Context: an optimization exercise on an open-source flow, tuned for a short achievable clock period and few clock cycles. The choices shown serve that exercise and are no tape-out recipe. No functional check of the RTL was part of any run shown here. No activity file was given, so power comes from the tool's default toggle rates.

==> design/flow/design.v <==
module mips(input  logic        clk, reset,
            output logic [31:0] pc,
            input  logic [31:0] instr,
            output logic        memwrite,
            output logic [31:0] aluout, writedata,
            input  logic [31:0] readdata);
  localparam logic [5:0] OP_R    = 6'b000000;
  localparam logic [5:0] OP_J    = 6'b000010;
  localparam logic [5:0] OP_BEQ  = 6'b000100;
  localparam logic [5:0] OP_BGTZ = 6'b000111;
  localparam logic [5:0] OP_ADDI = 6'b001000;
  localparam logic [5:0] OP_ANDI = 6'b001100;
  localparam logic [5:0] OP_XORI = 6'b001110;
  localparam logic [5:0] OP_LH   = 6'b100001;
  localparam logic [5:0] OP_LW   = 6'b100011;
  localparam logic [5:0] OP_LHU  = 6'b100100;
  localparam logic [5:0] OP_SW   = 6'b101011;
  logic [31:0] pcI;       
  logic [31:0] pcO;       
  logic        validD, predD, crossD, longD;
  logic [21:0] hiPD, hiMD;
  logic [7:0]  btloD;
  logic        btcD;
  logic [31:0] irD, pc4D;
  logic        validE;
  logic        regwE, memwE, loadE, brEqE, brGtE, jrE, predE, xE;
  logic        selAdd, selAnd, selOr, selXor, selSlt, selSrl, subE;
  logic [1:0]  ldtE;
  logic [4:0]  destE, shamtE;
  logic [31:0] opAE, opBE, sdE, altE;
  logic        constE;    
  logic        lastE;     
  logic [31:0] cvalE;
  logic        regwM, memwM;
  logic [1:0]  ldtM;      
  logic [4:0]  destM;
  logic [31:0] aluM, sdM;
  logic [31:0] aluQ;      
  logic        brGtM, jrM, gtM, predM;
  logic [31:0] altM, jrsumM;
  logic [31:0] rf [1:31];
  logic [31:0] resultM;
  always_comb
    case (ldtM)
      2'd1:    resultM = readdata;
      2'd2:    resultM = {{16{readdata[15]}}, readdata[15:0]};
      2'd3:    resultM = {24'b0, readdata[7:0]};
      default: resultM = aluM;
    endcase
  always_ff @(posedge clk)
    if (regwM) rf[destM] <= resultM;
  logic [31:0] one;    
  always_ff @(posedge clk, posedge reset)
    if (reset)      one <= '0;
    else if (regwM) one[destM] <= (resultM == 32'd1);
  assign aluout    = aluQ;
  assign writedata = sdM;
  assign memwrite  = memwM;
  logic [31:0] a, b, sd, sum, alures;
  logic        taken, redirE;
  logic [31:0] tgtE;
  assign a  = opAE;
  assign b  = opBE;
  assign sd = sdE;
  logic [32:0] sumx;
  assign sumx = {a, 1'b1} + {b, subE};
  assign sum  = sumx[32:1];
  logic [31:0] pE, cE, logres;
  assign logres = ({32{selAnd}} & (a & b))
                | ({32{selOr}}  & (a | b))
                | ({32{selXor}} & (a ^ b))
                | ({32{selSrl}} & (b >> shamtE));
  assign pE = a ^ b;
  assign cE = sum ^ pE;
  fwdsel u_alures(.px(pE), .c(cE), .sltx(sum[31]), .fs(selAdd), .fl(selSlt),
                  .rest(logres), .y(alures));
  logic [31:0] jrsum;
  logic        a_gt_b;
  assign jrsum = a + b;
  assign a_gt_b = (a > b);
  assign taken  = (a == b);
  assign redirE = validE & brEqE & (taken ^ xE) & ~redirM;
  assign tgtE   = altE;
  logic        redirM;
  logic [31:0] tgtM;
  assign redirM = brGtM & (gtM ^ predM) | jrM;
  assign tgtM   = jrM ? jrsumM : altM;
  logic [5:0]  opD, fnD;
  logic [4:0]  rsD, rtD, rdD, destD;
  logic [31:0] seD, zeD, rsv, rtv;
  logic        isR, isJR, isLoad, isSW, isBEQ, isBGTZ, isADDI, isANDI, isXORI;
  logic        useRt, regwD, stall;
  assign opD = irD[31:26];
  assign fnD = irD[5:0];
  assign rsD = irD[25:21];
  assign rtD = irD[20:16];
  assign rdD = irD[15:11];
  assign seD = {{16{irD[15]}}, irD[15:0]};
  assign zeD = {16'b0, irD[15:0]};
  assign isR    = (opD == OP_R);
  assign isJR   = isR & (fnD == 6'b001000);
  assign isLoad = (opD == OP_LW) | (opD == OP_LH) | (opD == OP_LHU);
  assign isSW   = (opD == OP_SW);
  assign isBEQ  = (opD == OP_BEQ);
  assign isBGTZ = (opD == OP_BGTZ);
  assign isADDI = (opD == OP_ADDI);
  assign isANDI = (opD == OP_ANDI);
  assign isXORI = (opD == OP_XORI);
  assign useRt = isR | isBEQ | isBGTZ | isSW;
  logic invD;
  assign invD = isR & ((fnD == 6'b100010) | (fnD == 6'b101010));
  assign destD = isR ? rdD : rtD;
  assign regwD = ((isR & ~isJR) | isLoad | isADDI | isANDI | isXORI) & (destD != 5'd0);
  assign rsv = (rsD == 5'd0) ? 32'b0 : (regwM & (destM == rsD)) ? resultM : rf[rsD];
  assign rtv = (rtD == 5'd0) ? 32'b0 : (regwM & (destM == rtD)) ? resultM : rf[rtD];
  logic hitA, hitB;
  logic matchA, matchB;
  assign matchA = validE & regwE & (destE == rsD);
  assign matchB = validE & regwE & (destE == rtD);
  assign hitA   = matchA & ~loadE;
  assign hitB   = matchB & ~loadE;
  assign stall = validD & loadE & ((matchA & (opD != OP_J)) | (useRt & matchB));
  logic        immB;
  logic [31:0] immv, restA, restB, restS, nextA, nextB, nextS;
  assign immB  = isLoad | isSW | isADDI | isANDI | isXORI;
  assign immv  = (isANDI | isXORI) ? zeD : seD;
  assign restA = hitA ? logres : rsv;
  assign restS = hitB ? logres : rtv;
  assign restB = immB ? immv : ({32{invD}} ^ restS);
  fwdsel u_nextA(.px(pE), .c(cE), .sltx(sum[31]), .fs(hitA & selAdd),
                 .fl(hitA & selSlt), .rest(restA), .y(nextA));
  fwdsel u_nextB(.px(pE ^ {32{invD}}), .c(cE), .sltx(sum[31] ^ invD),
                 .fs(~immB & hitB & selAdd), .fl(~immB & hitB & selSlt),
                 .rest(restB), .y(nextB));
  fwdsel u_nextS(.px(pE), .c(cE), .sltx(sum[31]), .fs(hitB & selAdd),
                 .fl(hitB & selSlt), .rest(restS), .y(nextS));
  logic        eA, eB, mA, mB, zA, zB;
  logic        cA, cB, aA, aB;        
  logic        jrFast;
  logic [31:0] ceam, jrtgtD, dtgt;
  assign zA = (rsD == 5'd0);
  assign zB = (rtD == 5'd0);
  assign eA = validE & regwE & (destE == rsD);
  assign eB = validE & regwE & (destE == rtD);
  assign mA = regwM & (destM == rsD);
  assign mB = regwM & (destM == rtD);
  assign cA = ~zA & eA & constE;
  assign cB = ~zB & eB & constE;
  assign aA = ~zA & ~eA & mA & (ldtM == 2'd0);
  assign aB = ~zB & ~eB & mB & (ldtM == 2'd0);
  assign jrFast = isJR & (zA | cA | aA) & (zB | cB | aB);
  assign ceam = cvalE + aluM;
  always_comb
    case ({cA, aA, cB, aB})
      4'b1000, 4'b0010: jrtgtD = cvalE;
      4'b0100, 4'b0001: jrtgtD = aluM;
      4'b1001, 4'b0110: jrtgtD = ceam;
      4'b1010:          jrtgtD = {cvalE[30:0], 1'b0};
      4'b0101:          jrtgtD = {aluM[30:0], 1'b0};
      default:          jrtgtD = 32'b0;
    endcase
  logic        lastD;
  assign lastD = validD & isADDI & (rsD == rtD) & (rtD != 5'd0) & (irD[15:0] == 16'hFFFF) &
                 ~eA & ~mA & one[rtD];
  logic        exitD, predEff;
  assign exitD   = isBGTZ & zB & validE & lastE & (destE == rsD) & predD & ~longD;
  assign predEff = predD & ~longD & ~exitD;
  logic [31:0] fixTgt;
  assign fixTgt = {btcD ? hiPD : hiMD, btloD, pc4D[1:0]};
  logic        rLong, rCross, redirD;
  assign rLong  = longD | exitD;
  assign rCross = crossD & ~exitD;
  assign redirD = validD & ~stall & (rLong | rCross | jrFast);
  assign dtgt   = jrFast ? jrtgtD : rCross ? fixTgt : pc4D;
  logic [31:0] brtgtD;
  assign brtgtD[31:2] = pc4D[31:2] + seD[29:0];
  assign brtgtD[1:0] = pc4D[1:0];
  logic [31:0] pc4F, jtgtF, btgtF;
  logic [5:0]  opF;
  logic        isJF, predF;
  assign opF   = instr[31:26];
  logic [29:0] pcinc;
  assign pcinc = pcI[31:2] + 30'd1;
  assign pc4F = {pcinc, pcI[1:0]};
  assign isJF  = (opF == OP_J);
  assign predF = ((opF == OP_BEQ)  & ((instr[25:21] == instr[20:16]) | instr[15])) |
                 ((opF == OP_BGTZ) & ((instr[20:16] == 5'd0) | instr[15]));
  assign jtgtF = {pc4F[31:28], instr[25:0], 2'b00};
  logic [7:0]  btlo;
  logic        btc, shortF;
  logic [9:0] btsum;
  assign btsum = {1'b0, pcI[9:2], 1'b1} + {1'b0, instr[7:0], 1'b1};
  assign btlo  = btsum[8:1];
  assign btc   = btsum[9];
  assign btgtF = {pcI[31:10], btlo, pcI[1:0]};
  logic [21:0] hiPF, hiMF;
  assign hiPF  = pcI[31:10] + 22'd1;
  assign hiMF  = pcI[31:10] - 22'd1;
  assign shortF = (instr[15:8] == {8{instr[7]}});
  assign pc = pcO;
  logic [31:0] pcbase, pcnext;
  logic        ovr, selJ, selB;
  assign ovr    = redirM | stall | redirD | reset;
  assign pcbase = reset ? 32'b0 : redirM ? tgtM : stall ? pcI : dtgt;
  assign selJ   = isJF;
  assign selB   = predF & ~isJF;
  pcsel u_pcsel(.etgt(tgtE), .base(pcbase), .jtgt(jtgtF), .btgt(btgtF), .p4(pc4F),
                .rede(redirE), .ovr(ovr), .selj(selJ), .selb(selB), .y(pcnext));
  always_ff @(posedge clk, posedge reset)
    if (reset) pcI <= 32'b0;
    else       pcI <= pcnext;
  always_ff @(posedge clk)
    pcO <= pcnext;
  always_ff @(posedge clk, posedge reset)
    if (reset)       validD <= 1'b0;
    else if (redirM | redirE) validD <= 1'b0;
    else if (!stall) validD <= ~redirD;
  always_ff @(posedge clk)
    if (!stall) begin
      irD   <= instr;
      pc4D  <= pc4F;
      predD <= predF;
      crossD <= predF & shortF & (btc != instr[7]);
      longD  <= predF & ~shortF;
      hiPD   <= hiPF;
      hiMD   <= hiMF;
      btloD  <= btlo;
      btcD   <= btc;
    end
  logic killE;
  assign killE = redirM | redirE | stall | ~validD;
  always_ff @(posedge clk, posedge reset)
    if (reset) validE <= 1'b0;
    else       validE <= ~killE;
  always_ff @(posedge clk) begin
    regwE  <= regwD;
    memwE  <= isSW;
    loadE  <= isLoad;
    brEqE  <= isBEQ | (isBGTZ & (rtD == 5'd0));
    brGtE  <= isBGTZ & (rtD != 5'd0);
    xE     <= isBEQ ? predEff : ~predEff;
    jrE    <= isJR & ~jrFast;
    constE <= (isADDI | isANDI | isXORI) & (rsD == 5'd0);
    lastE  <= lastD;
    cvalE  <= isADDI ? seD : isXORI ? zeD : 32'b0;
    predE  <= predEff;
    ldtE   <= (opD == OP_LW) ? 2'd1 : (opD == OP_LH) ? 2'd2 : (opD == OP_LHU) ? 2'd3 : 2'd0;
    destE  <= destD;
    shamtE <= irD[10:6];
    subE   <= invD;
    selAdd <= isLoad | isSW | isADDI | (isR & ((fnD == 6'b100000) | (fnD == 6'b100010)));
    selAnd <= isANDI | (isR & (fnD == 6'b100100));
    selOr  <= isR & (fnD == 6'b100101);
    selXor <= isXORI;
    selSlt <= isR & (fnD == 6'b101010);
    selSrl <= isR & (fnD == 6'b000010);
    opAE   <= nextA;
    opBE   <= nextB;
    sdE    <= nextS;
    altE   <= predEff ? pc4D : brtgtD;
  end
  always_ff @(posedge clk, posedge reset)
    if (reset) begin
      regwM <= 1'b0;
      memwM <= 1'b0;
      brGtM <= 1'b0;
      jrM   <= 1'b0;
    end else begin
      regwM <= validE & regwE & ~redirM;
      memwM <= validE & memwE & ~redirM;
      brGtM <= validE & brGtE & ~redirM;
      jrM   <= validE & jrE & ~redirM;
    end
  always_ff @(posedge clk) begin
    ldtM  <= ldtE;
    destM <= destE;
    aluM  <= alures;
    aluQ  <= sum;
    sdM   <= sd;
    gtM    <= a_gt_b;
    predM  <= predE;
    altM   <= altE;
    jrsumM <= jrsum;
  end
endmodule
module fwdsel(input  logic [31:0] px, c, rest,
              input  logic        sltx, fs, fl,
              output logic [31:0] y);
  assign y[31:1] = fs ? (px[31:1] ^ c[31:1]) : rest[31:1];
  assign y[0]    = fs ? (px[0] ^ c[0]) : fl ? sltx : rest[0];
endmodule
module pcsel(input  logic [31:0] etgt, base, jtgt, btgt, p4,
             input  logic        rede, ovr, selj, selb,
             output logic [31:0] y);
  assign y = rede ? etgt : ovr ? base : selj ? jtgt : selb ? btgt : p4;
endmodule
==> design/flow/flow/run.sh <==
#!/bin/bash
# Standard ORFS layout (the standard.sh) with these changes to how it is
# made (constraints unchanged):
#  - ports are buffered with buf_4 instead of the default delay buffer, and
#    the resizer may change a cell's footprint.
set -euo pipefail
bash standard.sh finish SETUP_SLACK_MARGIN=6.6 MATCH_CELL_FOOTPRINT=0 \
  "BUFFER_PORTS_ARGS=-buffer_cell sky130_fd_sc_hd__buf_4" CTS_CLUSTER_SIZE=20 CTS_CLUSTER_DIAMETER=60 > make_finish.log 2>&1
==> design/flow/standard.sh <==
#!/bin/bash
# synth_recipe.tcl (not shown) runs the flow's synth.tcl, then flattens the netlist and writes it again
# the make line also repeats each setting of config.mk as NAME=value (left out here)
make -C /OpenROAD-flow-scripts/flow DESIGN_CONFIG=/design/flow/config.mk WORK_HOME=/design/flow/orfs CLKGATE_MAP_FILE= SYNTH_SCRIPT=/design/flow/synth_recipe.tcl "${@:-finish}"
==> design/flow/config.mk <==
export PLATFORM = sky130hd
export DESIGN_NAME = mips
export DESIGN_NICKNAME = mips
export VERILOG_FILES = /design/flow/design.v
export SDC_FILE = /design/flow/constraint.sdc
export NUM_CORES = 4
export LEC_CHECK = 0
export CAP_MARGIN = 20
export CORE_MARGIN = 2
export CORE_UTILIZATION = 40
export SETUP_SLACK_MARGIN = 5
export SLEW_MARGIN = 20
==> design/flow/constraint.sdc <==
create_clock -name core_clock -period 9.0 [get_ports {clk}]
set_input_delay 1.8000 -clock core_clock [delete_from_list [all_inputs] [get_ports {clk}]]
set_output_delay 1.8000 -clock core_clock [all_outputs]
set_load 0.01 [all_outputs]
==> notes.md, run 1 <==
status no timing/DRC/antenna violations; FP Rows roughly 160; Async SR Flop Fraction between 4 and 5%; vias in the first global route approximately 60000; count leader, synth edfxtp_1; final worst-path cycle share between 30% and 40%; drt via density between 6 and 7; Clock Skews 0.0526 ns; #FFs+latches synth roughly 1600; end of the worst register-to-register path pcI[25]; IO Port Bufs around 160; max-cap violations 0; worst slack, placed about 3.8 ns; Final WS setup about 5.6 ns; hold worst-path end sdM[0]; Synth cell types 99; CTS Buf Count about 140; final design instance area without fill ~0.11 mm^2; clock sink count 1566; setup TNS 0 ns; # hold bufs at CTS 0; Synth Net Count between 6000 and 7000; grt total ovfl 0; largest net degree at the start of global routing 99; Area growth syn-to-layout 36.9%; Synth Instances slightly below 6000; sequential share of the synthesized area 54.0%; initial antenna violation count 18; Crit Path Class flip-flop to flip-flop; yosys warns 1; top cells by count, synth edfxtp_1 (1111), mux4_2 (585), nand2_1 (477), dfxtp_1 (385), nor2_1 (368); CP endpoint kind flip-flop; Mapped Avg Cell Area ~13 um^2; GRT Total Usage about a third; Pre-antenna DRT Iters 8; Critical Path AT roughly 4.2 ns; unrepaired setup endpoints after global routing yes; largest fanout on the critical path 4; dominant cell type by area after synthesis edfxtp_1; WL per Instance between 30 and 40 um; post-route total power 19.9 mW; final hold vios 0; Slew HR about a third; share of cells above drive strength 1 approximately half; WL final 350 mm; Synth top area share between 40% and 50%; CTS tree built; Bufs on Longest Clock Path 3; Die X roughly 450 um; drt first-iter violations 9478; Starting Density 40.2%; Worst Min Path Start sdE[0]; post-layout minimum cycle time 3.40 ns; Die Y around 450 um; max-slew violations 0; Main synth FF type edfxtp_1; io pins 163; die area approximately 0.2 mm^2; Peak Freq ~290 MHz; leakage power just under 40 nW; CTS H-tree depth 4; WHS Path Cells 0; mapped cell area around 0.079 mm^2; Peak supply drop 0.179 mV; top cells by area, synth edfxtp_1 (42%), mux4_2 (17%), dfxtp_1 (9.7%); first-pass GRT wire length approximately 470 mm; Least-Margin Pin Slew around 0.99 ns; Skew-Pair Late Insertion Delay around 0.87 ns; ANT nets after route 0; startpoint types flip-flop; final-report setup violation count 0; Hold WC Path Type flip-flop to flip-flop; clock-pin slew on the worst setup and hold paths around 0.07 ns; EDFF count, synth around 1100; R2R cell count 14; dpl cell area 0.0848 mm^2; via count roughly 63000; FF-to-FF Start irD[30]; number of remaining DRC errors 0; Post-layout nets between 7000 and 8000; gpl congestion around 1.0; hold_ws around 0.31 ns; DP HPWL 193 mm; clock root buffer master clkbuf_16; WP data required ~9.8 ns; Core ar. 0.197 mm^2; PwrDens approximately 180 mW/mm^2; R2R Setup Slk about 5.6 ns
worst max path at each step:
stage | to | cells past startpoint | start | slack, ns
floorplan | rf[15][0] | 4 | destM[0] | 5.35
global placement | one[25] | 9 | readdata[15] | 3.80
detailed placement | one[25] | 9 | readdata[15] | 3.77
CTS | writedata[0] | 1 | sdM[0] | 5.73
global route | pcO[24] | 14 | irD[30] | 5.56
finish | pcI[25] | 14 | irD[30] | 5.60
stage by stage:
stage | std cells | util, %
floorplan | 5933 | -
global placement | 8453 | 43.0
detailed placement | 8453 | 43.0
CTS | 9436 | 52.8
global route | 9707 | 55.1
finish | 9717 | 55.1
power by group:
part           internal [mW]  switching [mW]  total (mW)  leakage, nW
Combinational           2.25            2.70        4.95         22.3
Sequential              8.15           0.431        8.58         14.7
Clock                   3.19            3.20        6.39         2.28
Total                   13.6            6.33        19.9         39.2
cell type report:
| type | instances | area, um^2 |
|---|---|---|
| clock buffer | 148 | 3510 |
| timing repair buffer | 1251 | 14200 |
| clock inverter | 99 | 1220 |
| fill | 15600 | 88600 |
| inverter | 182 | 805 |
| timing repair inverter | 5 | 41.3 |
| sequential | 1566 | 43200 |
| antenna | 15 | 37.5 |
| tap | 2640 | 3300 |
| multi-input combinational | 3811 | 42300 |
cells by family (layout without fill, tap and decap cells):
kind of cell,count (synthesis),after routing,share of synthesized area (%)
DFF,1566,1566,54.0
and+or+nand+nor,1289,1294,7.40
AOI/OAI and AO/OA,1235,1257,10.3
muxes,848,853,20.0
buffers and inverters,588,1685,2.97
xor gates and xnor gates,231,231,2.55
adders and majority gates,176,176,2.82
other,0,15,0
per-layer routing:
metal / track usage, % / vias up / share of wire, %
met4: 26.6 / 14 / 10
met5: 0.118 / - / 0.029
li1: - / 25400 / -
met2: 50.4 / 4705 / 44
met1: 40.0 / 32000 / 34
met3: 9.70 / 1314 / 12
cell usage in the layout (no fill, tap or decap), types with 50 or more instances in the layout:
cell type	Yosys	final
clkbuf_16	0	200
nand2_1	477	398
inv_1	179	129
a211oi_1	139	82
nor2_4	0	56
buf_6	3	339
mux2i_1	218	164
dfrtp_1	70	53
nand3_1	84	67
dfxtp_4	0	54
buf_12	0	134
o21ai_4	0	51
mux4_2	585	585
o21ai_2	1	89
dfxtp_1	385	197
o211ai_1	50	50
ha_4	0	54
o21ai_1	1	62
ha_1	171	105
a21oi_1	304	182
a21oi_2	0	81
xnor2_1	163	123
edfxtp_1	1111	1111
o21ai_0	263	85
buf_4	13	645
xor2_1	68	60
nand2_2	0	52
dfxtp_2	0	134
nor2_1	368	275
flip-flops by register name (all words and copies together) (netlist names), 8 cells and up, named ones only:
register and cells:
altE 32, hiMD 21, hiPD 22, aluQ 32, pcI 32, rf 992
opBE 32, btloD 8, cvalE 17, opAE 32, pc4D 32, aluM 32
jrsumM 32, pcO 32, irD 32, one 32, altM 32, sdE 32
sdM 32
critical path, cell delays in order, from the launching register on:
cell and delay, ns:
edfxtp_1 0.47, buf_6 0.17, nor4bb_4 0.34, nand4_1 0.22, buf_4 0.21, nor4_4 0.16
buf_4 0.20, a211o_1 0.19, nand3_2 0.13, a31oi_4 0.21, buf_6 0.14, buf_6 0.11
o211ai_1 0.14, or3_1 0.41, a21oi_2 0.20
what timing repair did:
action                                 4_1_cts  5_1_grt
setup endpoints to repair                 2262      864
gates cloned                               112       13
pin swaps                                  362      290
gates resized for setup                   1717      507
buffers inserted                           624      253
endpoints found under the hold margin        0        0
==> inputs of run 2 (changes only) <==
--- a/design/flow/design.v
+++ b/design/flow/design.v
@@ -18,6 +18,7 @@
   logic [31:0] pcI;       
   logic [31:0] pcO;       
   logic        validD, predD, crossD, longD;
+  logic        jrPD, rtPD, nJPD, bz0PD, zAPD, zBPD;
   logic [21:0] hiPD, hiMD;
   logic [7:0]  btloD;
   logic        btcD;
@@ -119,7 +120,7 @@
   assign matchB = validE & regwE & (destE == rtD);
   assign hitA   = matchA & ~loadE;
   assign hitB   = matchB & ~loadE;
-  assign stall = validD & loadE & ((matchA & (opD != OP_J)) | (useRt & matchB));
+  assign stall = validD & loadE & ((matchA & nJPD) | (rtPD & matchB));
   logic        immB;
   logic [31:0] immv, restA, restB, restS, nextA, nextB, nextS;
   assign immB  = isLoad | isSW | isADDI | isANDI | isXORI;
@@ -138,8 +139,8 @@
   logic        cA, cB, aA, aB;        
   logic        jrFast;
   logic [31:0] ceam, jrtgtD, dtgt;
-  assign zA = (rsD == 5'd0);
-  assign zB = (rtD == 5'd0);
+  assign zA = zAPD;
+  assign zB = zBPD;
   assign eA = validE & regwE & (destE == rsD);
   assign eB = validE & regwE & (destE == rtD);
   assign mA = regwM & (destM == rsD);
@@ -148,7 +149,7 @@
   assign cB = ~zB & eB & constE;
   assign aA = ~zA & ~eA & mA & (ldtM == 2'd0);
   assign aB = ~zB & ~eB & mB & (ldtM == 2'd0);
-  assign jrFast = isJR & (zA | cA | aA) & (zB | cB | aB);
+  assign jrFast = jrPD & (zA | cA | aA) & (zB | cB | aB);
   assign ceam = cvalE + aluM;
   always_comb
     case ({cA, aA, cB, aB})
@@ -163,7 +164,7 @@
   assign lastD = validD & isADDI & (rsD == rtD) & (rtD != 5'd0) & (irD[15:0] == 16'hFFFF) &
                  ~eA & ~mA & one[rtD];
   logic        exitD, predEff;
-  assign exitD   = isBGTZ & zB & validE & lastE & (destE == rsD) & predD & ~longD;
+  assign exitD   = bz0PD & validE & lastE & (destE == rsD) & predD & ~longD;
   assign predEff = predD & ~longD & ~exitD;
   logic [31:0] fixTgt;
   assign fixTgt = {btcD ? hiPD : hiMD, btloD, pc4D[1:0]};
@@ -218,6 +219,13 @@
   always_ff @(posedge clk)
     if (!stall) begin
       irD   <= instr;
+      jrPD  <= (instr[31:26] == OP_R) & (instr[5:0] == 6'b001000);
+      rtPD  <= (instr[31:26] == OP_R) | (instr[31:26] == OP_BEQ) |
+               (instr[31:26] == OP_BGTZ) | (instr[31:26] == OP_SW);
+      nJPD  <= (instr[31:26] != OP_J);
+      bz0PD <= (instr[31:26] == OP_BGTZ) & (instr[20:16] == 5'd0);
+      zAPD  <= (instr[25:21] == 5'd0);
+      zBPD  <= (instr[20:16] == 5'd0);
       pc4D  <= pc4F;
       predD <= predF;
       crossD <= predF & shortF & (btc != instr[7]);
@@ -259,15 +267,15 @@
     sdE    <= nextS;
     altE   <= predEff ? pc4D : brtgtD;
   end
+  always_ff @(posedge clk)
+    memwM <= validE & memwE & ~redirM;
   always_ff @(posedge clk, posedge reset)
     if (reset) begin
       regwM <= 1'b0;
-      memwM <= 1'b0;
       brGtM <= 1'b0;
       jrM   <= 1'b0;
     end else begin
       regwM <= validE & regwE & ~redirM;
-      memwM <= validE & memwE & ~redirM;
       brGtM <= validE & brGtE & ~redirM;
       jrM   <= validE & jrE & ~redirM;
     end
==> run 2 against run 1 <==
Cell area fell by 2.5%. Combinational power fell by 1%. Core utilization fell by 2.0 points. Clock skew fell by 0.018 ns. Setup slack got worse by 0.13 ns. First-iteration DRC count rose by 0.92%. Final cell count fell by 2.0%. Via count fell by 0.99%.
==> notes.md, run 2 <==
largest net degree at the start of global routing 55; mapped cell area roughly 0.08 mm^2; Bufs on Longest Clock Path 3; dominant cell type by area after synthesis edfxtp_1; clock root buffer master clkbuf_16; WP data required between 9 and 10 ns; Peak Freq 283 MHz; setup TNS 0 ns; Net Switching around 6 mW; leakage power roughly 38 nW; final design instance area without fill around 0.11 mm^2; Pre-antenna DRT Iters 6; final worst-path cycle share between 30% and 40%; number of remaining DRC errors 0; PwrDens approximately 180 mW/mm^2; Starting Density between 40% and 50%; Crit Path Class input pin to flip-flop; unrepaired setup endpoints after global routing yes; Crit path max-delay family simple AND/OR/NAND/NOR gates; max-slew violations 0; Mapped Avg Cell Area roughly 13 um^2; Hold WC Path Type flip-flop to flip-flop; WL per Instance between 30 and 40 um; Fill cells 16000; startpoint types input pin; Core ar. around 0.2 mm^2; dpl cell area ~0.086 mm^2; share of cells above drive strength 1 between 40% and 50%; FP Rows roughly 160; Synth top area share 41.7%; yosys warns 1; Synth cell types 112; Skew-Pair Late Insertion Delay just over 0.8 ns; drt first-iter violations 9565; initial antenna violation count 18; commonest non-fill, non-tap cell in the layout edfxtp_1; #FFs+latches synth roughly 1600; vias in the first global route approximately 60000; clock sink count 1572; EDFF count, synth between 1000 and 1500; clock-pin slew on the worst setup and hold paths around 0.080 ns; Main synth FF type edfxtp_1; Least-Margin Pin Slew between 1 and 1.5 ns; Post-layout nets ~7000; sequential share of the synthesized area 53.5%; largest stage delay on the critical path about 0.57 ns; Largest Register rf; io pins approximately 160; clock power share around 31%; die area ~0.2 mm^2; top cells by count, synth edfxtp_1 (1117), mux4_2 (591), nand2_1 (418), dfxtp_1 (386), nor2_1 (384); most numerous cell on the critical path buf_12; WP buf/inv 4; GRT Total Usage between 30% and 40%; Async SR Flop Fraction under 10%; CTS tree built; Die X 452 um; WL final about 350 mm; first-pass GRT wire length around 470 mm; drt via density ~6.6; CP endpoint kind flip-flop; Area growth syn-to-layout 31.8%; commonest cells after routing, fill and taps aside edfxtp_1 (1117), mux4_2 (596), buf_4 (525); max-cap violations 0; grt total ovfl 0; Peak supply drop around 0.21 mV; Synth Net Count approximately 6200; IO Port Bufs 162; Sw Share slightly above 30%; DP HPWL 197 mm; Slew HR between 20% and 30%; final-report setup violation count 0; gpl congestion 0.988; Largest register FFs about 1000; status no timing/DRC/antenna violations; slowest cell on the critical path or4b_4; via count between 60000 and 70000; final hold vios 0; Clock Skews approximately 0.034 ns; largest fanout on the critical path 5; proportion of power drawn by flip-flops and latches ~44%; ANT nets after route 0; Synth Instances around 6000; Die Y between 400 and 500 um; crit-path cells buf_8 > or4b_4 > nor4b_4 > o21bai_4 > nor2_4 > buf_12 > buf_4 > buf_12 > nand2_8 > o22ai_2 > or4_1 > and3_4 > o21ai_2; post-layout minimum cycle time between 3 and 4 ns; count leader, synth edfxtp_1; CTS Buf Count 132; Comb pwr share about a quarter; Internal between 10 and 15 mW; top cells by area, synth edfxtp_1 (42%), mux4_2 (17%), dfxtp_1 (9.6%); Final Core Density 53.1%; CTS H-tree depth 4; Critical Path AT 4.28 ns
run 2: cell types whose count changed after synthesis, sizes merged, moves of 18 or more:
cell and delta:
a21oi +30, buf +50, clkbuf -43, nand2 -57, nor2 +20, nor3 +38
o211ai -19, o21ai -23, o22ai -18, o31ai +29
run 2: worst paths after layout:
check	startpoint	to	slack [ns]	cells past startpoint
max	instr[31]	pcI[7]	5.47	13
min	sdE[27]	sdM[27]	0.33	0
max reg2reg	opAE[3]	pcI[27]	5.57	13
min reg2reg	sdE[27]	sdM[27]	0.33	0
max in group asynchronous	reset	pcI[13]	6.87	3
min in group asynchronous	reset	validE	1.07	2
run 2: metrics by stage:
| stage | power (mW) | setup slack (ns) | instances | hold slack, ns |
|---|---|---|---|---|
| after CTS | 18.9 | 5.57 | 9283 | 0.330 |
| after global routing | 19.9 | 5.39 | 9518 | 0.331 |
| after floorplan | 10.4 | 5.13 | 5977 | 0.310 |
| after detailed placement | 11.6 | 4.08 | 8505 | 0.312 |
| after global placement | 11.6 | 4.02 | 8501 | 0.311 |
| final | 19.5 | 5.47 | 9526 | 0.326 |
run 2: kinds of logic (layout without fill, tap and decap cells):
group,count (synthesis),in the layout,synth area share (%)
DFF,1572,1572,53.5
and+or+nand+nor,1328,1330,7.75
AOI/OAI and AO/OA,1235,1251,10.3
muxes,849,851,20.0
buffers and inverters,585,1448,3.23
xor gates and xnor gates,232,232,2.53
adders and majority gates,176,176,2.79
other,0,10,0
run 2: metal layers:
layer | track usage, % | wire length, um | up-vias | part of all wire [%]
met3 | 7.54 | 40600 | 1170 | 12
met2 | 49.3 | 154000 | 4606 | 45
met5 | 0 | 63 | - | 0.018
li1 | - | - | 25100 | -
met4 | 24.2 | 31700 | 10 | 9.2
met1 | 39.9 | 119000 | 31900 | 35
run 2: what timing repair did:
action	CTS	global route
pin swaps	275	273
setup buffers	479	207
gates resized for setup	1475	486
setup endpoints to repair	2122	1365
gates cloned	69	26
hold buffers	0	0
run 2: cell type report:
class	instances	area (um^2)	area share, %
tap	2656	3320	3.14
antenna	10	25.0	0.0236
clock buffer	152	3570	3.37
timing repair inverter	5	43.8	0.0413
sequential	1572	43400	41.0
multi-input combinational	3840	41900	39.5
timing repair buffer	1041	12000	11.4
inverter	172	753	0.711
clock inverter	78	866	0.817
run 2: power groups by stage:
stage	Combinational, mW	Sequential, mW	Clock [mW]
floorplan	1.83	8.52	0
global placement	2.89	8.73	0
detailed placement	2.90	8.73	0
CTS	4.29	8.54	6.10
global route	5.00	8.57	6.36
finish	4.88	8.56	6.06
==> inputs of run 3 (changes only) <==
--- a/design/flow/config.mk
+++ b/design/flow/config.mk
@@ -8,5 +8,6 @@
 export CAP_MARGIN = 20
 export CORE_MARGIN = 2
 export CORE_UTILIZATION = 40
+export PLACE_DENSITY = 0.65
 export SETUP_SLACK_MARGIN = 5
 export SLEW_MARGIN = 20
==> run 3 against run 2 <==
Still clean on timing, DRC and antenna. Synthesized cell count is the same. Sequential power barely moved. Final cell count is 0.94% higher. Setup slack improved by 0.066 ns. First-iteration DRC count shrank 0.43%. Combinational power is 8.8% higher. Cell area up 1.3%. Hold slack got worse by 0.015 ns. Critical path type unchanged. Critical endpoint is now pcI[27]. Highest routed layer unchanged.
==> notes.md, run 3 <==
Peak Freq 289 MHz; count leader, synth edfxtp_1; Crit path max-delay family simple AND/OR/NAND/NOR gates; sequential share of the synthesized area between 50% and 60%; Main synth FF type edfxtp_1; Core ar. roughly 0.2 mm^2; yosys warns 1; max-cap violations 0; drt first-iter violations approximately 9500; grt total ovfl 0; ANT nets after route 0; top cells by count, synth edfxtp_1 (1117), mux4_2 (591), nand2_1 (418), dfxtp_1 (386), nor2_1 (384); leakage power just under 40 nW; EDFF count, synth roughly 1100; #FFs+latches synth about 1600; IO Port Bufs about 160; WP buf/inv 3; Starting Density approximately two fifths; final design instance area without fill around 0.11 mm^2; clock root buffer master clkbuf_16; DP HPWL approximately 190 mm; Largest register FFs around 990; WHS Path Cells 0; GRT Total Usage ~33%; Pre-antenna DRT Iters 13; post-layout minimum cycle time roughly 3.5 ns; first-pass GRT wire length 476 mm; Synth cell types about 110; CTS Buf Count roughly 130; crit-path cells buf_8 > or4b_4 > nor4b_4 > o21bai_4 > nor2_4 > buf_12 > inv_16 > nor3_4 > xnor2_1 > a211o_1 > a21boi_2 > a221oi_2; largest net degree at the start of global routing 64; Internal ~14 mW; Clock Skews 0.0534 ns; CTS tree built; status no timing/DRC/antenna violations; PwrDens 187 mW/mm^2; gpl congestion around 1.0; startpoint types input pin; drt via density roughly 6.7; Least-Margin Pin Slew ~1.1 ns; Peak supply drop between 0.15 and 0.2 mV; Skew-Pair Late Insertion Delay roughly 0.86 ns; final worst-path cycle share about two fifths; vias in the first global route approximately 62000; CP endpoint kind flip-flop; Post-layout nets between 7000 and 8000; Synth Net Count 6219; slowest cell on the critical path or4b_4; WP data required 9.75 ns; FP Rows approximately 160; dpl cell area 0.0854 mm^2; Crit Path Class input pin to flip-flop; max-slew violations 0; Synth top area share 41.7%; setup TNS 0 ns; proportion of power drawn by flip-flops and latches around 43%; largest stage delay on the critical path 0.58 ns; Critical Path AT 4.21 ns; Async SR Flop Fraction between 4 and 5%; WL final approximately 350 mm; unrepaired setup endpoints after global routing yes; Comb pwr share between 20% and 30%; Slew HR 27.2%; Net Switching approximately 6.4 mW; commonest non-fill, non-tap cell in the layout edfxtp_1; Bufs on Longest Clock Path 3; dominant cell type by area after synthesis edfxtp_1; final hold vios 0; top cells by area, synth edfxtp_1 (42%), mux4_2 (17%), dfxtp_1 (9.6%); Hold WC Path Type flip-flop to flip-flop; clock sink count 1572; R2R cell count 10; io pins around 160; number of remaining DRC errors 0; WL per Instance about 36 um; Largest Register rf; mapped cell area ~0.08 mm^2; clock-pin slew on the worst setup and hold paths 0.08 ns; Die X between 400 and 500 um; Die Y around 450 um; share of cells above drive strength 1 between 40% and 50%; largest fanout on the critical path 6; Synth Instances roughly 6000; initial antenna violation count 18; Sw Share 31.8%; Inst Count DP between 8000 and 9000; die area about 0.20 mm^2; commonest cells after routing, fill and taps aside edfxtp_1 (1117), mux4_2 (595), buf_4 (564); Mapped Avg Cell Area 13.4 um^2; Post-Layout Cell Count between 9000 and 10000; final-report setup violation count 0; Area growth syn-to-layout 33.5%; clock power share 30.8%; via count around 64000; Levels on crit path 12; # hold bufs at CTS 0; CTS H-tree depth 4; Fill cells approximately 16000
run 3: cell count changes in the layout (fill, tap and decap cells not counted), sizes merged, moves of 2 or more:
cell,delta
buf,+67
mux2,+2
clkbuf,-9
clkinvlp,+4
inv,+14
bufinv,+2
diode,+4
o21ai,+5
run 3: final timing paths:
path / endpoint / startpoint / slack, ns
max: pcI[27] / instr[31] / 5.53
min: sdM[18] / sdE[18] / 0.31
max reg2reg: pcO[25] / aluM[11] / 5.69
min reg2reg: sdM[18] / sdE[18] / 0.31
max in group asynchronous: regwM / reset / 6.84
min in group asynchronous: pcI[10] / reset / 1.11
run 3: timing repair:
item                                    in CTS  in global routing
endpoints found under the setup margin    2118               1047
pin swaps                                  344                272
gates resized for setup                   1676                449
buffers inserted                           563                207
cloned                                      95                  9
run 3: stage by stage:
| step | total power [mW] | hold slack (ns) | setup WS [ns] | utilization [%] |
|---|---|---|---|---|
| 2_1_floorplan | 10.4 | 0.310 | 5.13 | - |
| 3_3_place_gp | 11.7 | 0.313 | 4.13 | 42.8 |
| 3_5_place_dp | 11.7 | 0.312 | 4.16 | 42.8 |
| 4_1_cts | 19.4 | 0.322 | 5.64 | 51.8 |
| 5_1_grt | 20.5 | 0.327 | 5.49 | 53.7 |
| 6_report | 20.1 | 0.311 | 5.53 | 53.8 |
run 3: final cells by class:
type	instances	area, um^2	area share, %
Sequential cell	1572	43400	40.4
Clock buffer	141	3370	3.14
Multi-Input combinational cell	3848	42800	39.8
Tap cell	2656	3320	3.10
Clock inverter	98	1180	1.10
Inverter	172	788	0.734
Timing Repair inverter	5	93.8	0.0874
Timing Repair Buffer	1110	12400	11.5
Antenna cell	14	35.0	0.0326
run 3: routing by layer:
layer | up-vias | track usage [%] | wire length, um
li1 | 25300 | - | -
met1 | 32400 | 39.4 | 117000
met2 | 5261 | 49.5 | 153000
met3 | 1389 | 10.9 | 46800
met4 | 20 | 25.0 | 32900
met5 | - | 0 | 126
run 3: logic make-up after synthesis:
kind of cell               after synthesis  synth area share [%]
xor gates and xnor gates               232                  2.53
and+or+nand+nor                       1328                  7.75
DFF                                   1572                  53.5
AOI/OAI and AO/OA                     1235                  10.3
buffers and inverters                  585                  3.23
adders and majority gates              176                  2.79
muxes                                  849                  20.0
run 3: power by group through the flow:
stage	Sequential, mW	Combinational (mW)	Clock (mW)
2_1_floorplan	8.52	1.83	0
3_3_place_gp	8.73	2.95	0
3_5_place_dp	8.73	2.96	0
4_1_cts	8.57	4.57	6.22
5_1_grt	8.61	5.44	6.49
6_report	8.59	5.31	6.19
==> inputs of run 4 (changes only) <==
==> design/flow/flow/run.sh (replaced) <==
#!/bin/bash
# Standard ORFS layout (the standard.sh) with these changes to how it is
# made (constraints unchanged):
#  - ports are buffered with buf_4 instead of the default delay buffer, and
#    the resizer may change a cell's footprint.
set -euo pipefail
bash standard.sh finish SETUP_SLACK_MARGIN=6.2 MATCH_CELL_FOOTPRINT=0 \
  "BUFFER_PORTS_ARGS=-buffer_cell sky130_fd_sc_hd__buf_4" CTS_CLUSTER_SIZE=20 CTS_CLUSTER_DIAMETER=60 > make_finish.log 2>&1
--- a/design/flow/config.mk
+++ b/design/flow/config.mk
@@ -8,6 +8,5 @@
 export CAP_MARGIN = 20
 export CORE_MARGIN = 2
 export CORE_UTILIZATION = 40
-export PLACE_DENSITY = 0.65
 export SETUP_SLACK_MARGIN = 5
 export SLEW_MARGIN = 20
==> run 4 against run 3 <==
First-iteration DRC count is 8.8% lower. Register-to-register slack better by 0.03 ns. Fmax is 0.61% higher. Synthesized area stayed put. Clock power is 3% higher. Synthesized cell count stayed put. Via count is 3.3% lower. Core utilization is 1.8 points lower. Clock skew is 0.0082 ns lower. Power is 2.8% lower. Final cell count is 1.6% lower. Critical path type unchanged. Highest routed layer unchanged.
==> notes.md, run 4 <==
status no timing/DRC/antenna violations; clock-pin slew on the worst setup and hold paths 0.09 ns; Least-Margin Pin Slew ~1.1 ns; number of remaining DRC errors 0; gpl congestion between 0.9 and 1; Area growth syn-to-layout 29.0%; CTS Buf Count 138; dominant cell type by area after synthesis edfxtp_1; largest fanout on the critical path 5; largest net degree at the start of global routing 81; Clock Skews between 0.04 and 0.05 ns; #FFs+latches synth about 1600; Levels on crit path 13; Critical Path AT approximately 4.2 ns; setup TNS 0 ns; final hold vios 0; share of cells above drive strength 1 a little over two fifths; CP Capture Point pcI[23]; Pre-antenna DRT Iters 8; EDFF count, synth roughly 1100; Peak supply drop 0.236 mV; IO Port Bufs between 150 and 200; commonest cells after routing, fill and taps aside edfxtp_1 (1117), mux4_2 (595), buf_4 (554); Main synth FF type edfxtp_1; Hold WC Path Type flip-flop to flip-flop; max-cap violations 0; CP startpoint instr[30]; Crit path max-delay family simple AND/OR/NAND/NOR gates; GRT Total Usage 32.5%; top cells by area, synth edfxtp_1 (42%), mux4_2 (17%), dfxtp_1 (9.6%); FF-to-FF Start aluM[0]; drt via density around 6.6; Die Y 452 um; Post-layout nets between 6000 and 7000; DP HPWL 193 mm; WL final approximately 340 mm; Starting Density between 40% and 50%; vias in the first global route ~60000; R2R cell count 12; WL per Instance roughly 36 um; CP endpoint kind flip-flop; Worst Min Path Start sdE[9]; post-layout minimum cycle time between 3 and 4 ns; Skew-Pair Late Insertion Delay between 0.8 and 0.9 ns; startpoint types input pin; Async SR Flop Fraction under 10%; Bufs on Longest Clock Path 3; Die X between 400 and 500 um; yosys warns 1; io pins 163; largest stage delay on the critical path approximately 0.57 ns; commonest non-fill, non-tap cell in the layout edfxtp_1; mapped cell area between 0.08 and 0.09 mm^2; PwrDens approximately 190 mW/mm^2; Synth Instances 5977; first-pass GRT wire length ~470 mm; Crit Path Class input pin to flip-flop; via count roughly 62000; crit-path cells buf_8 > or4b_4 > nor4b_4 > o21bai_4 > nor2_4 > buf_12 > buf_12 > clkinv_8 > nor3_2 > xnor2_1 > a211o_1 > a31o_2 > a21oi_2; Inst Count DP around 8500; end of the worst register-to-register path pcO[26]; top cells by count, synth edfxtp_1 (1117), mux4_2 (591), nand2_1 (418), dfxtp_1 (386), nor2_1 (384); CTS H-tree depth 4; grt total ovfl 0; Post-Layout Cell Count 9464; Largest register FFs around 990; FP Rows between 150 and 200; clock root buffer master clkbuf_16; leakage power 37.0 nW; Synth top area share a little over two fifths; unrepaired setup endpoints after global routing yes; Synth Net Count between 6000 and 7000; initial antenna violation count 19; max-slew violations 0; Core ar. ~0.20 mm^2; CTS tree built; final-report setup violation count 0; drt first-iter violations between 8000 and 9000; clock sink count around 1600; Largest Register rf; WHS Path Cells 0; R2R Setup Slk 5.72 ns; Synth cell types between 100 and 150; final worst-path cycle share 38.3%; most numerous cell on the critical path buf_12; Peak Freq around 290 MHz; Final Core Density 51.9%; ANT nets after route 0; die area 0.205 mm^2; Mapped Avg Cell Area between 10 and 15 um^2; Slew HR a little under a quarter; WP data required approximately 9.8 ns; WP buf/inv 4; count leader, synth edfxtp_1; slowest cell on the critical path or4b_4; sequential share of the synthesized area between 50% and 60%
==> run 4: repair_timing <==
action,CTS,global route
hold buffers,0,0
pin swaps,203,239
gates resized for setup,1156,501
setup buffers,390,213
endpoints found under the setup margin,1203,419
cloned,93,12
==> run 4: logic make-up after synthesis <==
| group | after synthesis | synth area share, % |
|---|---|---|
| flops | 1572 | 53.5 |
| compound gates | 1235 | 10.3 |
| buf+inv | 585 | 3.23 |
| xor+xnor | 232 | 2.53 |
| fa+ha+maj | 176 | 2.79 |
| simple gates | 1328 | 7.75 |
| mux | 849 | 20.0 |
==> run 4: cell type report <==
| type | instances | area, um^2 |
|---|---|---|
| clock inverter | 100 | 1160 |
| inverter | 172 | 788 |
| timing repair buffer | 950 | 10500 |
| antenna | 12 | 30.0 |
| timing repair inverter | 8 | 85.1 |
| clock buffer | 147 | 3550 |
| multi-input combinational | 3847 | 40900 |
| tap | 2656 | 3320 |
| sequential | 1572 | 43400 |
| fill | 16300 | 96000 |
==> run 4: worst min path at each step <==
stage                   end  slack (ns)
detailed placement  ldtM[0]        0.31
floorplan           ldtM[0]        0.31
CTS                  sdM[9]        0.33
global route          predM        0.34
global placement      predM        0.31
finish               sdM[9]        0.33
==> run 4: report_power, final <==
part | internal [mW] | switching (mW)
clock network | 3.19 | 3.17
registers | 8.20 | 0.372
logic | 2.05 | 2.55
==> run 4: layer usage <==
layer	vias to the layer above	wire length, um	GRT usage, %	part of all wire, %
met2	4318	155000	50.0	45
met5	-	28	0	0.0082
met3	1090	38800	8.81	11
met1	31800	118000	39.2	35
li1	25000	-	-	-
met4	4	30300	23.9	8.9
==> run 4: stage by stage <==
stage               hold slack, ns  worst slack [ns]  power, mW  instance area (um^2)
finish                       0.328              5.56       19.5                104000
detailed placement           0.312              4.18       11.6                 85100
global placement             0.311              4.17       11.6                 85100
CTS                          0.329              5.63       18.9                 99300
floorplan                    0.310              5.13       10.3                 81500
global route                 0.339              5.51       20.0                104000
==> inputs of run 5 (changes only) <==
--- a/design/flow/design.v
+++ b/design/flow/design.v
@@ -19,6 +19,7 @@
   logic [31:0] pcO;       
   logic        validD, predD, crossD, longD;
   logic        jrPD, rtPD, nJPD, bz0PD, zAPD, zBPD;
+  logic        jrDoneD;    
   logic [21:0] hiPD, hiMD;
   logic [7:0]  btloD;
   logic        btcD;
@@ -149,7 +150,7 @@
   assign cB = ~zB & eB & constE;
   assign aA = ~zA & ~eA & mA & (ldtM == 2'd0);
   assign aB = ~zB & ~eB & mB & (ldtM == 2'd0);
-  assign jrFast = jrPD & (zA | cA | aA) & (zB | cB | aB);
+  assign jrFast = jrPD & ~jrDoneD & (zA | cA | aA) & (zB | cB | aB);
   assign ceam = cvalE + aluM;
   always_comb
     case ({cA, aA, cB, aB})
@@ -205,8 +206,21 @@
   assign pcbase = reset ? 32'b0 : redirM ? tgtM : stall ? pcI : dtgt;
   assign selJ   = isJF;
   assign selB   = predF & ~isJF;
-  pcsel u_pcsel(.etgt(tgtE), .base(pcbase), .jtgt(jtgtF), .btgt(btgtF), .p4(pc4F),
-                .rede(redirE), .ovr(ovr), .selj(selJ), .selb(selB), .y(pcnext));
+  logic        constD, constEv, jrF, selR1, selR2, selR;
+  logic [31:0] cvalD, cdce;
+  assign constD  = validD & (isADDI | isANDI | isXORI) & (rsD == 5'd0) & (rtD != 5'd0);
+  assign constEv = validE & regwE & constE & (destE != rtD);
+  assign cvalD   = isADDI ? seD : isXORI ? zeD : 32'b0;
+  assign cdce    = cvalD + cvalE;
+  assign jrF     = (opF == OP_R) & (instr[5:0] == 6'b001000);
+  assign selR1   = jrF & constD & (instr[25:21] == rtD) & (instr[20:16] == 5'd0);
+  assign selR2   = jrF & constD & constEv &
+                   (((instr[25:21] == destE) & (instr[20:16] == rtD)) |
+                    ((instr[25:21] == rtD) & (instr[20:16] == destE)));
+  assign selR    = selR1 | selR2;
+  pcsel u_pcsel(.etgt(tgtE), .base(pcbase), .jtgt(jtgtF), .r1tgt(cvalD), .r2tgt(cdce),
+                .btgt(btgtF), .p4(pc4F), .rede(redirE), .ovr(ovr), .selj(selJ),
+                .selr1(selR1), .selr2(selR2), .selb(selB), .y(pcnext));
   always_ff @(posedge clk, posedge reset)
     if (reset) pcI <= 32'b0;
     else       pcI <= pcnext;
@@ -220,6 +234,7 @@
     if (!stall) begin
       irD   <= instr;
       jrPD  <= (instr[31:26] == OP_R) & (instr[5:0] == 6'b001000);
+      jrDoneD <= selR;
       rtPD  <= (instr[31:26] == OP_R) | (instr[31:26] == OP_BEQ) |
                (instr[31:26] == OP_BGTZ) | (instr[31:26] == OP_SW);
       nJPD  <= (instr[31:26] != OP_J);
@@ -247,7 +262,7 @@
     brEqE  <= isBEQ | (isBGTZ & (rtD == 5'd0));
     brGtE  <= isBGTZ & (rtD != 5'd0);
     xE     <= isBEQ ? predEff : ~predEff;
-    jrE    <= isJR & ~jrFast;
+    jrE    <= isJR & ~jrFast & ~jrDoneD;
     constE <= (isADDI | isANDI | isXORI) & (rsD == 5'd0);
     lastE  <= lastD;
     cvalE  <= isADDI ? seD : isXORI ? zeD : 32'b0;
@@ -297,8 +312,9 @@
   assign y[31:1] = fs ? (px[31:1] ^ c[31:1]) : rest[31:1];
   assign y[0]    = fs ? (px[0] ^ c[0]) : fl ? sltx : rest[0];
 endmodule
-module pcsel(input  logic [31:0] etgt, base, jtgt, btgt, p4,
-             input  logic        rede, ovr, selj, selb,
+module pcsel(input  logic [31:0] etgt, base, jtgt, r1tgt, r2tgt, btgt, p4,
+             input  logic        rede, ovr, selj, selr1, selr2, selb,
              output logic [31:0] y);
-  assign y = rede ? etgt : ovr ? base : selj ? jtgt : selb ? btgt : p4;
+  assign y = rede ? etgt : ovr ? base : selj ? jtgt : selr1 ? r1tgt : selr2 ? r2tgt :
+             selb ? btgt : p4;
 endmodule
==> design/flow/flow/run.sh (replaced) <==
#!/bin/bash
# Standard ORFS layout (the standard.sh) with these changes to how it is
# made (constraints unchanged):
#  - ports are buffered with buf_4 instead of the default delay buffer, and
#    the resizer may change a cell's footprint.
set -euo pipefail
bash standard.sh finish SETUP_SLACK_MARGIN=6.6 MATCH_CELL_FOOTPRINT=0 \
  "BUFFER_PORTS_ARGS=-buffer_cell sky130_fd_sc_hd__buf_4" CTS_CLUSTER_SIZE=20 CTS_CLUSTER_DIAMETER=60 > make_finish.log 2>&1
==> run 5 against run 4 <==
Final cell count up 3.1%. Combinational power up 12%. Clock skew up 0.018 ns. Fmax down 3.6%. Hold slack about the same. Core utilization up 2.3 points. Critical endpoint is now pcI[4]. Largest cell class unchanged.
==> notes.md, run 5 <==
gpl congestion between 0.9 and 1; commonest non-fill, non-tap cell in the layout edfxtp_1; Least-Margin Pin Slew roughly 1.0 ns; met1 GRT Util between 30% and 40%; Largest Register rf; WP data required 9.73 ns; Largest register FFs approximately 990; Starting Density roughly two fifths; Async SR Flop Fraction under 10%; yosys warns 1; sequential share of the synthesized area 53.2%; clock root buffer master clkbuf_16; Fill cells around 16000; final-report setup violation count 0; GR Layer Usage met3 7.57%; count leader, synth edfxtp_1; unrepaired setup endpoints after global routing yes; grt total ovfl 0; largest stage delay on the critical path between 0.4 and 0.5 ns; met2 Track Usage GR between 50% and 60%; EDFF count, synth around 1100; PwrDens between 150 and 200 mW/mm^2; slowest cell on the critical path a311oi_2; Skew-Pair Late Insertion Delay 0.85 ns; CTS Buf Count 120; Peak supply drop between 0.2 and 0.25 mV; most numerous cell on the critical path buf_4; Die Y roughly 450 um; final hold vios 0; CP endpoint kind flip-flop; status no timing/DRC/antenna violations; setup TNS 0 ns; clock-pin slew on the worst setup and hold paths about 0.09 ns; largest fanout on the critical path 10; drt first-iter violations between 9000 and 10000; FP Rows 164; number of remaining DRC errors 0; Peak Freq 280 MHz; leakage power approximately 40 nW; mapped cell area 0.0808 mm^2; #FFs+latches synth about 1600; Die X 454 um; CTS H-tree depth 3; IO Port Bufs between 150 and 200; Pre-antenna DRT Iters 9; Worst Min Path Start ldtE[0]; Critical Path AT 4.31 ns; end of the worst register-to-register path pcI[4]; Main synth FF type edfxtp_1; Clock Skews between 0.06 and 0.07 ns; hold worst-path end ldtM[0]; GRT Total Usage between 30 and 40%; Post-layout nets approximately 7300; Mapped Avg Cell Area 13.3 um^2; GRT busiest layer met2; WHS Path Cells 0; crit-path cells buf_12 > xor2_1 > nor4_4 > buf_4 > o211ai_1 > a311oi_2 > buf_4 > a21o_4 > nand2_1 > a31oi_2 > nor3_1 > nor4_1 > a221o_1; WL final about 350 mm; CTS tree built; Synth Net Count roughly 6300; Synth top area share 41.5%; Area growth syn-to-layout 34.3%; clock sink count between 1500 and 2000; Hold WC Path Type flip-flop to flip-flop; max-cap violations 0; startpoint types flip-flop; max-slew violations 0; Levels on crit path 13; commonest cells after routing, fill and taps aside edfxtp_1 (1118), buf_4 (591), mux4_2 (577); Synth Instances about 6000; Core ar. roughly 0.20 mm^2; dominant cell type by area after synthesis edfxtp_1; R2R Setup Slk 5.43 ns; post-layout minimum cycle time between 3 and 4 ns; Slew HR 31.1%; final worst-path cycle share between 30 and 40%; largest net degree at the start of global routing 60; R2R cell count 13; DP HPWL between 150 and 200 mm; first-pass GRT wire length roughly 470 mm; die area approximately 0.21 mm^2; share of cells above drive strength 1 between 40% and 50%; FF-to-FF Start irD[16]; initial antenna violation count 12; WL per Instance ~36 um; WP buf/inv 3; via count approximately 64000; ANT nets after route 0; Bufs on Longest Clock Path 3; vias in the first global route 61600; Crit path max-delay family compound AO/OA/AOI/OAI gates; Synth cell types 97; Crit Path Class flip-flop to flip-flop; top cells by count, synth edfxtp_1 (1118), mux4_2 (577), nand2_1 (436), nor2_1 (399), dfxtp_1 (386); drt via density 6.61; io pins approximately 160; Final Core Density a little over half; top cells by area, synth edfxtp_1 (42%), mux4_2 (16%), dfxtp_1 (9.6%)
run 5: cell types whose count changed in the layout (fill, tap and decap cells not counted), moves of 37 or more:
cell	change
buf_4	+37
nor3_1	-38
buf_6	+105
a21oi_1	-63
a21oi_4	+42
buf_12	+42
run 5: worst max-delay path by stage:
| stage | startpoint | to | slack [ns] |
|---|---|---|---|
| finish | irD[16] | pcI[4] | 5.43 |
| detailed placement | readdata[15] | one[9] | 3.90 |
| global placement | readdata[15] | one[21] | 3.71 |
| CTS | readdata[15] | one[7] | 5.47 |
| global route | destM[1] | pcI[4] | 5.35 |
| floorplan | instr[18] | pcI[3] | 4.91 |
run 5: worst register-to-register path: stages (launching register included):
cell	delay, ns
edfxtp_1	0.42
buf_12	0.17
xor2_1	0.18
nor4_4	0.39
buf_4	0.19
o211ai_1	0.19
a311oi_2	0.47
buf_4	0.19
a21o_4	0.16
nand2_1	0.09
a31oi_2	0.45
nor3_1	0.10
nor4_1	0.30
a221o_1	0.21
run 5: cell type report:
class	instances	area [um^2]	share of cell area (%)
sequential	1573	43500	40.0
multi-input combinational	3949	43100	39.7
timing repair buffer	1175	13700	12.6
tap	2656	3320	3.06
clock buffer	141	3220	2.96
clock inverter	80	986	0.908
inverter	172	771	0.710
timing repair inverter	2	41.3	0.0380
antenna	5	12.5	0.0115
run 5: logic make-up after synthesis:
kind of cell	after synthesis	share of synthesized area, %
buf+inv	592	2.95
compound gates	1285	10.5
simple gates	1293	7.37
xor+xnor	290	3.23
mux	861	19.7
fa+ha+maj	194	3.06
flops	1573	53.2
run 5: stage by stage:
step / power (mW) / setup slack, ns / area (um^2) / hold WS, ns / std cells
floorplan: 10.4 / 4.91 / 82400 / 0.310 / 6088
global route: 20.1 / 5.35 / 109000 / 0.329 / 9749
finish: 19.6 / 5.43 / 109000 / 0.328 / 9753
global placement: 11.7 / 3.71 / 86000 / 0.311 / 8605
detailed placement: 11.7 / 3.90 / 86100 / 0.314 / 8608
CTS: 18.9 / 5.47 / 104000 / 0.328 / 9516
run 5: what timing repair did:
| action | CTS | global route |
|---|---|---|
| cloned | 110 | 20 |
| pin swaps | 350 | 335 |
| setup buffers | 577 | 211 |
| hold buffers | 0 | 0 |
| endpoints found under the hold margin | 0 | 0 |
| gates resized for setup | 1654 | 541 |
| setup endpoints to repair | 2070 | 1199 |
run 5: per-layer routing:
layer	wire length [um]	vias up
met4	32700	4
met1	119000	32600
met3	40100	1376
met5	21	-
met2	156000	4873
li1	-	25700
run 5: where the power goes:
part	total (mW)	switching (mW)	leakage (nW)	internal, mW
clock	5.83	2.97	2.03	2.86
sequential	8.65	0.446	14.7	8.20
combinational	5.16	2.77	22.7	2.39
==> inputs of run 6 (changes only) <==
--- a/design/flow/design.v
+++ b/design/flow/design.v
@@ -15,10 +15,8 @@
   localparam logic [5:0] OP_LW   = 6'b100011;
   localparam logic [5:0] OP_LHU  = 6'b100100;
   localparam logic [5:0] OP_SW   = 6'b101011;
-  logic [31:0] pcI;       
-  logic [31:0] pcO;       
+  logic [31:0] pcF;
   logic        validD, predD, crossD, longD;
-  logic        jrPD, rtPD, nJPD, bz0PD, zAPD, zBPD;
   logic        jrDoneD;    
   logic [21:0] hiPD, hiMD;
   logic [7:0]  btloD;
@@ -121,7 +119,7 @@
   assign matchB = validE & regwE & (destE == rtD);
   assign hitA   = matchA & ~loadE;
   assign hitB   = matchB & ~loadE;
-  assign stall = validD & loadE & ((matchA & nJPD) | (rtPD & matchB));
+  assign stall = validD & loadE & ((matchA & (opD != OP_J)) | (useRt & matchB));
   logic        immB;
   logic [31:0] immv, restA, restB, restS, nextA, nextB, nextS;
   assign immB  = isLoad | isSW | isADDI | isANDI | isXORI;
@@ -140,8 +138,8 @@
   logic        cA, cB, aA, aB;        
   logic        jrFast;
   logic [31:0] ceam, jrtgtD, dtgt;
-  assign zA = zAPD;
-  assign zB = zBPD;
+  assign zA = (rsD == 5'd0);
+  assign zB = (rtD == 5'd0);
   assign eA = validE & regwE & (destE == rsD);
   assign eB = validE & regwE & (destE == rtD);
   assign mA = regwM & (destM == rsD);
@@ -150,7 +148,7 @@
   assign cB = ~zB & eB & constE;
   assign aA = ~zA & ~eA & mA & (ldtM == 2'd0);
   assign aB = ~zB & ~eB & mB & (ldtM == 2'd0);
-  assign jrFast = jrPD & ~jrDoneD & (zA | cA | aA) & (zB | cB | aB);
+  assign jrFast = isJR & ~jrDoneD & (zA | cA | aA) & (zB | cB | aB);
   assign ceam = cvalE + aluM;
   always_comb
     case ({cA, aA, cB, aB})
@@ -165,7 +163,7 @@
   assign lastD = validD & isADDI & (rsD == rtD) & (rtD != 5'd0) & (irD[15:0] == 16'hFFFF) &
                  ~eA & ~mA & one[rtD];
   logic        exitD, predEff;
-  assign exitD   = bz0PD & validE & lastE & (destE == rsD) & predD & ~longD;
+  assign exitD   = isBGTZ & zB & validE & lastE & (destE == rsD) & predD & ~longD;
   assign predEff = predD & ~longD & ~exitD;
   logic [31:0] fixTgt;
   assign fixTgt = {btcD ? hiPD : hiMD, btloD, pc4D[1:0]};
@@ -182,8 +180,8 @@
   logic        isJF, predF;
   assign opF   = instr[31:26];
   logic [29:0] pcinc;
-  assign pcinc = pcI[31:2] + 30'd1;
-  assign pc4F = {pcinc, pcI[1:0]};
+  assign pcinc = pcF[31:2] + 30'd1;
+  assign pc4F = {pcinc, pcF[1:0]};
   assign isJF  = (opF == OP_J);
   assign predF = ((opF == OP_BEQ)  & ((instr[25:21] == instr[20:16]) | instr[15])) |
                  ((opF == OP_BGTZ) & ((instr[20:16] == 5'd0) | instr[15]));
@@ -191,19 +189,19 @@
   logic [7:0]  btlo;
   logic        btc, shortF;
   logic [9:0] btsum;
-  assign btsum = {1'b0, pcI[9:2], 1'b1} + {1'b0, instr[7:0], 1'b1};
+  assign btsum = {1'b0, pcF[9:2], 1'b1} + {1'b0, instr[7:0], 1'b1};
   assign btlo  = btsum[8:1];
   assign btc   = btsum[9];
-  assign btgtF = {pcI[31:10], btlo, pcI[1:0]};
+  assign btgtF = {pcF[31:10], btlo, pcF[1:0]};
   logic [21:0] hiPF, hiMF;
-  assign hiPF  = pcI[31:10] + 22'd1;
-  assign hiMF  = pcI[31:10] - 22'd1;
+  assign hiPF  = pcF[31:10] + 22'd1;
+  assign hiMF  = pcF[31:10] - 22'd1;
   assign shortF = (instr[15:8] == {8{instr[7]}});
-  assign pc = pcO;
+  assign pc = pcF;
   logic [31:0] pcbase, pcnext;
   logic        ovr, selJ, selB;
-  assign ovr    = redirM | stall | redirD | reset;
-  assign pcbase = reset ? 32'b0 : redirM ? tgtM : stall ? pcI : dtgt;
+  assign ovr    = redirM | stall | redirD;
+  assign pcbase = redirM ? tgtM : stall ? pcF : dtgt;
   assign selJ   = isJF;
   assign selB   = predF & ~isJF;
   logic        constD, constEv, jrF, selR1, selR2, selR;
@@ -222,10 +220,8 @@
                 .btgt(btgtF), .p4(pc4F), .rede(redirE), .ovr(ovr), .selj(selJ),
                 .selr1(selR1), .selr2(selR2), .selb(selB), .y(pcnext));
   always_ff @(posedge clk, posedge reset)
-    if (reset) pcI <= 32'b0;
-    else       pcI <= pcnext;
-  always_ff @(posedge clk)
-    pcO <= pcnext;
+    if (reset) pcF <= 32'b0;
+    else       pcF <= pcnext;
   always_ff @(posedge clk, posedge reset)
     if (reset)       validD <= 1'b0;
     else if (redirM | redirE) validD <= 1'b0;
@@ -233,14 +229,7 @@
   always_ff @(posedge clk)
     if (!stall) begin
       irD   <= instr;
-      jrPD  <= (instr[31:26] == OP_R) & (instr[5:0] == 6'b001000);
       jrDoneD <= selR;
-      rtPD  <= (instr[31:26] == OP_R) | (instr[31:26] == OP_BEQ) |
-               (instr[31:26] == OP_BGTZ) | (instr[31:26] == OP_SW);
-      nJPD  <= (instr[31:26] != OP_J);
-      bz0PD <= (instr[31:26] == OP_BGTZ) & (instr[20:16] == 5'd0);
-      zAPD  <= (instr[25:21] == 5'd0);
-      zBPD  <= (instr[20:16] == 5'd0);
       pc4D  <= pc4F;
       predD <= predF;
       crossD <= predF & shortF & (btc != instr[7]);
@@ -282,15 +271,15 @@
     sdE    <= nextS;
     altE   <= predEff ? pc4D : brtgtD;
   end
-  always_ff @(posedge clk)
-    memwM <= validE & memwE & ~redirM;
   always_ff @(posedge clk, posedge reset)
     if (reset) begin
       regwM <= 1'b0;
+      memwM <= 1'b0;
       brGtM <= 1'b0;
       jrM   <= 1'b0;
     end else begin
       regwM <= validE & regwE & ~redirM;
+      memwM <= validE & memwE & ~redirM;
       brGtM <= validE & brGtE & ~redirM;
       jrM   <= validE & jrE & ~redirM;
     end
==> run 6 against run 5 <==
Still clean on timing, DRC and antenna. Core utilization decreased by 0.51 points. Count of clock-buffer cells in the layout increased by 8. First-iteration DRC count increased by 6.3%. Cell area decreased by 0.23%. Combinational power increased by 41%. Non-clock buffer count increased by 22. Sequential cell count decreased by 38. Via count increased by 2.4%. Clock skew decreased by 0.013 ns. Critical path type is now input pin to flip-flop. Largest power group unchanged. Highest routed layer unchanged.
==> notes.md, run 6 <==
Core ar. approximately 0.20 mm^2; Die Y 454 um; Bufs on Longest Clock Path 3; DP HPWL 204 mm; PwrDens a little over 200 mW/mm^2; commonest cells after routing, fill and taps aside edfxtp_1 (1112), buf_4 (641), mux4_2 (592); startpoint types input pin; post-route total power roughly 23 mW; final-report setup violation count 0; final hold vios 0; initial antenna violation count 15; Mapped Avg Cell Area about 13 um^2; slowest cell on the critical path nor4_4; Starting Density between 40% and 50%; Peak supply drop 0.184 mV; share of cells above drive strength 1 between 40% and 50%; #FFs+latches synth 1535; Crit Path Class input pin to flip-flop; largest stage delay on the critical path 0.56 ns; sequential share of the synthesized area 52.2%; CTS Buf Count 130; mapped cell area 0.0809 mm^2; Critical Path AT 4.40 ns; largest net degree at the start of global routing 53; Synth Instances 6154; Largest Register rf; clock root buffer master clkbuf_16; CTS tree built; Die X about 450 um; final worst-path cycle share a little over 40%; FP Rows approximately 170; Synth Net Count roughly 6400; io pins roughly 160; Final Core Density around 54%; drt first-iter violations approximately 9700; grt total ovfl 0; leakage power approximately 39 nW; vias in the first global route between 60000 and 70000; clock sink count 1535; Async SR Flop Fraction 4.56%; Synth top area share roughly two fifths; Area growth syn-to-layout 33.9%; yosys warns 1; via count 66100; Clock Skews ~0.050 ns; dominant cell type by area after synthesis edfxtp_1; max-slew violations 0; CTS H-tree depth 4; status no timing/DRC/antenna violations
[run 6: cell count changes after synthesis, sizes merged, moves of 16 or more]
| cell | delta |
|---|---|
| o21ai | +72 |
| nor2 | -46 |
| xnor2 | -44 |
| dfxtp | -33 |
| buf | +31 |
| a211oi | +28 |
| mux2i | -27 |
| a21oi | -26 |
| a21o | -25 |
| a221o | -25 |
| nand2 | -21 |
| o211ai | +18 |
| inv | +16 |
| or3 | +16 |
[run 6: metrics by stage]
step / setup WS (ns) / hold WS [ns] / instances / cell area [um^2]
2_1_floorplan: 5.06 / 0.310 / 6154 / 82500
3_3_place_gp: 3.62 / 0.314 / 8668 / 85900
3_5_place_dp: 3.68 / 0.312 / 8668 / 86000
4_1_cts: 5.48 / 0.326 / 9587 / 104000
5_1_grt: 5.30 / 0.331 / 9837 / 108000
6_report: 5.34 / 0.327 / 9842 / 108000
[run 6: repair_timing]
item | 4_1_cts | 5_1_grt
gates cloned | 102 | 6
hold buffers | 0 | 0
pin swaps | 321 | 273
setup buffers | 582 | 241
resized for setup | 1688 | 508
endpoints found under the setup margin | 2300 | 1457
[run 6: final cells by class]
class / count / area [um^2]
inverter: 186 / 790
clock inverter: 86 / 1030
multi-input combinational: 4007 / 43800
sequential: 1535 / 42600
timing repair buffer: 1197 / 13300
clock buffer: 149 / 3460
timing repair inverter: 3 / 22.5
tap: 2672 / 3340
antenna: 7 / 17.5
fill: 16200 / 93400
[run 6: critical path, delay by kind of cell]
kind / cells / cell delay [ns]
AND/OR/NAND/NOR: 4 / 1.61
buffers and inverters: 3 / 0.55
AO/OA/AOI/OAI: 3 / 0.42
[run 6: cells by family after synthesis]
group,after synthesis,synth area share (%)
AOI/OAI and AO/OA,1382,11.3
xor gates and xnor gates,244,2.64
adders and majority gates,196,3.09
buffers and inverters,632,3.23
DFF,1535,52.2
muxes,847,19.7
and+or+nand+nor,1318,7.85
[run 6: per-layer routing]
layer / part of all wire (%) / global-route usage [%] / vias up
li1: - / - / 26100
met1: 34 / 41.5 / 33400
met2: 44 / 51.9 / 5002
met3: 12 / 9.47 / 1513
met4: 9.8 / 25.9 / 19
met5: 0.051 / 0.420 / -
[run 6: worst paths after layout]
kind	start	endpoint	slack, ns	cells after the start
worst min register to register	sdE[0]	sdM[0]	0.33	0
worst max register to register	jrM	pcF[26]	5.36	10
max in group asynchronous	reset	one[27]	6.96	3
min in group asynchronous	reset	pcF[13]	1.05	2
worst min-delay path	sdE[0]	sdM[0]	0.33	0
worst max-delay path	readdata[15]	one[27]	5.34	10
[run 6: report_power, final]
part | switching [mW] | total (mW) | internal (mW) | leakage, nW
clock network | 3.02 | 6.14 | 3.12 | 2.18
logic | 3.95 | 7.26 | 3.31 | 22.4
registers | 0.697 | 9.12 | 8.43 | 14.1

Check on run 6: ideal ports give 5.343 ns setup slack; a clkbuf_16 on the clock port and buf_2 on the inputs give 5.364 ns; moving port delays by the midpoint clock arrival (0.919 ns) as well gives 4.449 ns.
